Context: an optimization exercise on an open-source flow, tuned for small area, a short achievable clock period and few clock cycles per item. The choices shown serve that exercise and are no tape-out recipe. The RTL was checked by simulation tests, not by an equivalence proof against the original design.

red:
## main_sync
module main_sync(clk, rst, ld_we, ld_addr, ld_data, start, a_addr, b_addr, c_addr,
		count, ready, done, result, rd_addr, rd_data);
parameter N = 32;
input clk;
input rst;
input ld_we;
input [3:0] ld_addr;
input [N-1:0] ld_data;
input start;
input [3:0] a_addr;
input [3:0] b_addr;
input [3:0] c_addr;
input [3:0] count;
output ready;
output reg done;
output [N-1:0] result;
input [3:0] rd_addr;
output reg [N-1:0] rd_data;
reg busy;
reg [3:0] e;       
reg [3:0] dst;
reg [N-1:0] X;     
reg [15:0] X_one, X_two, X_neg;   
reg [N-1:0] P;     
wire [N-1:0] ra, rb, rr;
wire [N-1:0] sq, prod;
wire [N-1:0] X_next = busy ? sq : ra;
wire [15:0] one_next, two_next, neg_next;
wire last = busy & (e[3:1] == 3'd0);
wire we = busy ? last : (start ? (count == 4'd0) : ld_we);
wire [3:0] waddr = busy ? dst : (start ? c_addr : ld_addr);
wire [N-1:0] wdata = busy ? prod : (start ? rb : ld_data);
reg_sync register(.clk(clk), .rst(rst), .we(we), .waddr(waddr), .wdata(wdata),
		.raddr_1(a_addr), .raddr_2(b_addr), .raddr_3(rd_addr),
		.rdata_1(ra), .rdata_2(rb), .rdata_3(rr));
sq32 square(.x(X), .p(sq));
booth_enc encode(.y(X_next), .one(one_next), .two(two_next), .neg(neg_next));
mul32_booth_enc mult(.x(P), .one(X_one), .two(X_two), .neg(X_neg), .p(prod));
assign ready = ~busy;
assign result = P;
always @(posedge clk) begin
	rd_data <= rr;
	X <= X_next;
	X_one <= one_next;
	X_two <= two_next;
	X_neg <= neg_next;
	if (busy) begin
		if (e[0]) P <= prod;
		e <= e >> 1;
  ...
Settings: LEC_CHECK=0, CAP_MARGIN=20, CORE_MARGIN=2, CORE_UTILIZATION=40, SLEW_MARGIN=20; clock period 10.0 ns.
run.sh (not shown) runs the stock make flow with config.mk's settings and CLKGATE_MAP_FILE= SYNTH_SCRIPT=/design/flow/synth_recipe.tcl, a recipe that flattens the netlist after the stock synthesis.
red finished end to end and its layout was clean on timing, DRC and antenna.
Testbench counts of red, summed over its fixed seeds: cycles 35,421, commands 8,192.
Edits applied to the flow inputs when going from red to blue:
Settings: putting PLACE_DENSITY at 0.5 where nothing was set; putting SETUP_SLACK_MARGIN at 4 where nothing was set; swapping 40 for 35 in CORE_UTILIZATION; putting ABC_CLOCK_PERIOD_IN_PS at 6000 where nothing was set.
Notes after the runs:
Going from red to blue, setup TNS after final layout ~0 delta; met3 demand-to-capacity share in global routing down 3.3 points; flip-flop and latch share of the layout cell area fell by 1.4 points; routed wire length went up by 6.8%. Critical path depth on blue is down relative to red. The die used by blue is larger than the one used by red.
Input changes introduced in green (baseline for comparison: blue):
Settings: a change of ABC_CLOCK_PERIOD_IN_PS from 6000 to 6500; a change of SETUP_SLACK_MARGIN from 4 to 3.5.
==> flow/flow/run.sh (new file) <==
#!/bin/bash
# Own flow: the standard layout, with Yosys's synth told not to run its
# early "abc -fast" pass (SYNTH_ARGS=-noabc). That pass rewrites the
# multiplier's full-adder logic so that extract_fa later finds most full
# adders with an inverted input or output, and the flow then adds about one
# inverter per full adder. Everything else, including the later ABC mapping,
# the flip-flops and their names, is the standard flow's.
set -euo pipefail
cd "$(dirname "$0")/.."
bash standard.sh SYNTH_ARGS=-noabc finish > run_standard.log 2>&1
==> flow/standard.sh (new file) <==
#!/bin/bash
# synth_recipe.tcl (not shown) runs the flow's synth.tcl, then flattens the netlist and writes it again
# the make line also repeats each setting of config.mk as NAME=value (left out here)
make -C /OpenROAD-flow-scripts/flow DESIGN_CONFIG=/design/flow/config.mk WORK_HOME=/design/flow/orfs CLKGATE_MAP_FILE= SYNTH_SCRIPT=/design/flow/synth_recipe.tcl "${@:-finish}"
removed: flow/run.sh
==> comparison <==
Row amount of wire on met3 after detailed routing: green lower / blue higher. green against blue: detail-routed via count per cell went up 4.9%; synthesized cell count went down 11%.

========
Another version of the RTL of main_sync (not shown whole).
For scale: ~4,200 cells after synthesis, about 660 flip-flops, roughly 130 I/O pins, roughly 48,000 um^2 of cells after synthesis.
==> flow/config.mk <==
export PLATFORM = sky130hd
export DESIGN_NAME = main_sync
export DESIGN_NICKNAME = main_sync
export VERILOG_FILES = /design/flow/design.v
export SDC_FILE = /design/flow/constraint.sdc
export NUM_CORES = 4
export LEC_CHECK = 0
export ABC_CLOCK_PERIOD_IN_PS = 6000
export CAP_MARGIN = 10
export CORE_MARGIN = 2
export CORE_UTILIZATION = 35
export CTS_BUF_LIST = sky130_fd_sc_hd__clkbuf_16
export CTS_CLUSTER_DIAMETER = 80
export CTS_CLUSTER_SIZE = 20
export PLACE_DENSITY = 0.5
export SETUP_SLACK_MARGIN = 4
export SLEW_MARGIN = 10
==> flow/constraint.sdc <==
create_clock -name core_clock -period 10.0 [get_ports {clk}]
set_input_delay 2.0000 -clock core_clock [delete_from_list [all_inputs] [get_ports {clk}]]
set_output_delay 2.0000 -clock core_clock [all_outputs]
set_load 0.01 [all_outputs]
standard.sh (not shown) runs the stock make flow with config.mk's settings and CLKGATE_MAP_FILE= SYNTH_SCRIPT=/design/flow/synth_recipe.tcl, a recipe that flattens the netlist after the stock synthesis.
==> flow/flow/run.sh <==
#!/bin/bash
# Own flow: the standard layout with two changes.
# 1. Yosys's synth does not run its early "abc -fast" pass (SYNTH_ARGS=-noabc).
#    That pass rewrites the multiplier's full-adder logic so that extract_fa
#    later finds most full adders with an inverted input or output, and about
#    one inverter per full adder is added. The later ABC mapping, the
#    flip-flops and their names are the standard flow's.
# 2. Every input and output port still gets its own buffer, but a buf_1
#    (BUFFER_PORTS_ARGS) instead of the delay buffer buffer_ports picks by
#    default; repair may still resize it.
set -euo pipefail
cd "$(dirname "$0")/.."
bash standard.sh SYNTH_ARGS=-noabc "BUFFER_PORTS_ARGS=-buffer_cell sky130_fd_sc_hd__buf_1" finish > run_standard.log 2>&1
Testbench counts at the start, summed over its fixed seeds: cycles 35,421, commands 8,192.
Change:
--- a/flow/config.mk
+++ b/flow/config.mk
@@ -7,5 +7,5 @@
 export LEC_CHECK = 0
 export ABC_CLOCK_PERIOD_IN_PS = 6000
-export CAP_MARGIN = 10
+export CAP_MARGIN = 20
 export CORE_MARGIN = 2
 export CORE_UTILIZATION = 35
@@ -14,4 +14,4 @@
 export CTS_CLUSTER_SIZE = 20
 export PLACE_DENSITY = 0.5
-export SETUP_SLACK_MARGIN = 4
-export SLEW_MARGIN = 10
+export SETUP_SLACK_MARGIN = 3.8
+export SLEW_MARGIN = 20
=>
- design area fell by about 1.3%
- maximum frequency fell by about 4%
- sequential share of layout area rose by 0.46 points
- wire length rose by about 0.3%
- clock skew rose by 27 ps
- area after synthesis does not change
- die area stays the same
- utilization fell by 0.51 points
- final cell count stays flat
- worst hold slack improved by 8.7 ps
Change:
--- a/flow/config.mk
+++ b/flow/config.mk
@@ -14,4 +14,4 @@
 export CTS_CLUSTER_SIZE = 20
 export PLACE_DENSITY = 0.5
-export SETUP_SLACK_MARGIN = 3.8
+export SETUP_SLACK_MARGIN = 4.2
 export SLEW_MARGIN = 20
Wire length drops by 0.68%.
Non-clock buffer count climbs by 51.
Worst setup slack improved by 290 ps.
Final area went up by 2.8%.
Hold slack got worse by 11 ps.
Maximum frequency grows by 4.9%.
Change:
==> flow/flow/run.sh (replaced) <==
#!/bin/bash
# Own flow: the standard layout, with Yosys's synth told not to run its
# early "abc -fast" pass (SYNTH_ARGS=-noabc). That pass rewrites the
# multiplier's full-adder logic so that extract_fa later finds most full
# adders with an inverted input or output, and the flow then adds about one
# inverter per full adder. Everything else, including the later ABC mapping,
# the flip-flops and their names, is the standard flow's.
set -euo pipefail
cd "$(dirname "$0")/.."
bash standard.sh SYNTH_ARGS=-noabc finish > run_standard.log 2>&1
--- a/flow/config.mk
+++ b/flow/config.mk
@@ -10,8 +10,5 @@
 export CORE_MARGIN = 2
 export CORE_UTILIZATION = 35
-export CTS_BUF_LIST = sky130_fd_sc_hd__clkbuf_16
-export CTS_CLUSTER_DIAMETER = 80
-export CTS_CLUSTER_SIZE = 20
 export PLACE_DENSITY = 0.5
-export SETUP_SLACK_MARGIN = 4.2
+export SETUP_SLACK_MARGIN = 4
 export SLEW_MARGIN = 20
The new run passed the timing, design-rule and antenna checks; fmax came out lower by about 1.6%; global-route usage came out higher by 0.40 points; clock-buffer cell count came out higher by 61; wire length came out higher by about 1.7%; core utilization came out higher by 1.2 points.

-- re-timing with driven ports --
No port has a modelled driver above. Below, the same layouts with a new extraction and two added sets of constraints. Step 1 (the two cells are an assumption about what drives the block):
set clk [get_ports {clk}]
set_driving_cell -lib_cell sky130_fd_sc_hd__clkbuf_16 $clk
set_driving_cell -lib_cell sky130_fd_sc_hd__buf_2 [delete_from_list [all_inputs] $clk]
Step 2, shift: input delay + t, output delay - t, t = (earliest + latest rising clock arrival at the registers) / 2. This alone moves slack from input paths to output paths. a / b / c = no drivers / after step 1 / after step 2; a / b = the first two.
run	t, ns	slack for setup (ns)	worst data-port slew with drivers (ns)	cell pins on the clock port's net
red	0.722	2.638 / 2.638 / 2.638	0.07	1
blue	0.750	3.548 / 3.597 / 2.847	0.07	1
green	0.760	3.724 / 3.724 / 3.113	0.06	1
the first run of note 2	0.726	4.077 / 4.077 / 3.442	0.06	1
the second run of note 2	0.728	3.840 / 3.840 / 3.693	0.07	1
the third run of note 2	0.749	4.130 / 4.130 / 3.977	0.17	1
the fourth run of note 2	0.760	4.035 / 4.035 / 3.383	0.07	1
After both steps every run listed still meets setup and hold. For blue, which loses most, drivers alone change the setup slack by +0.049 ns; drivers and shift together by -0.701 ns.
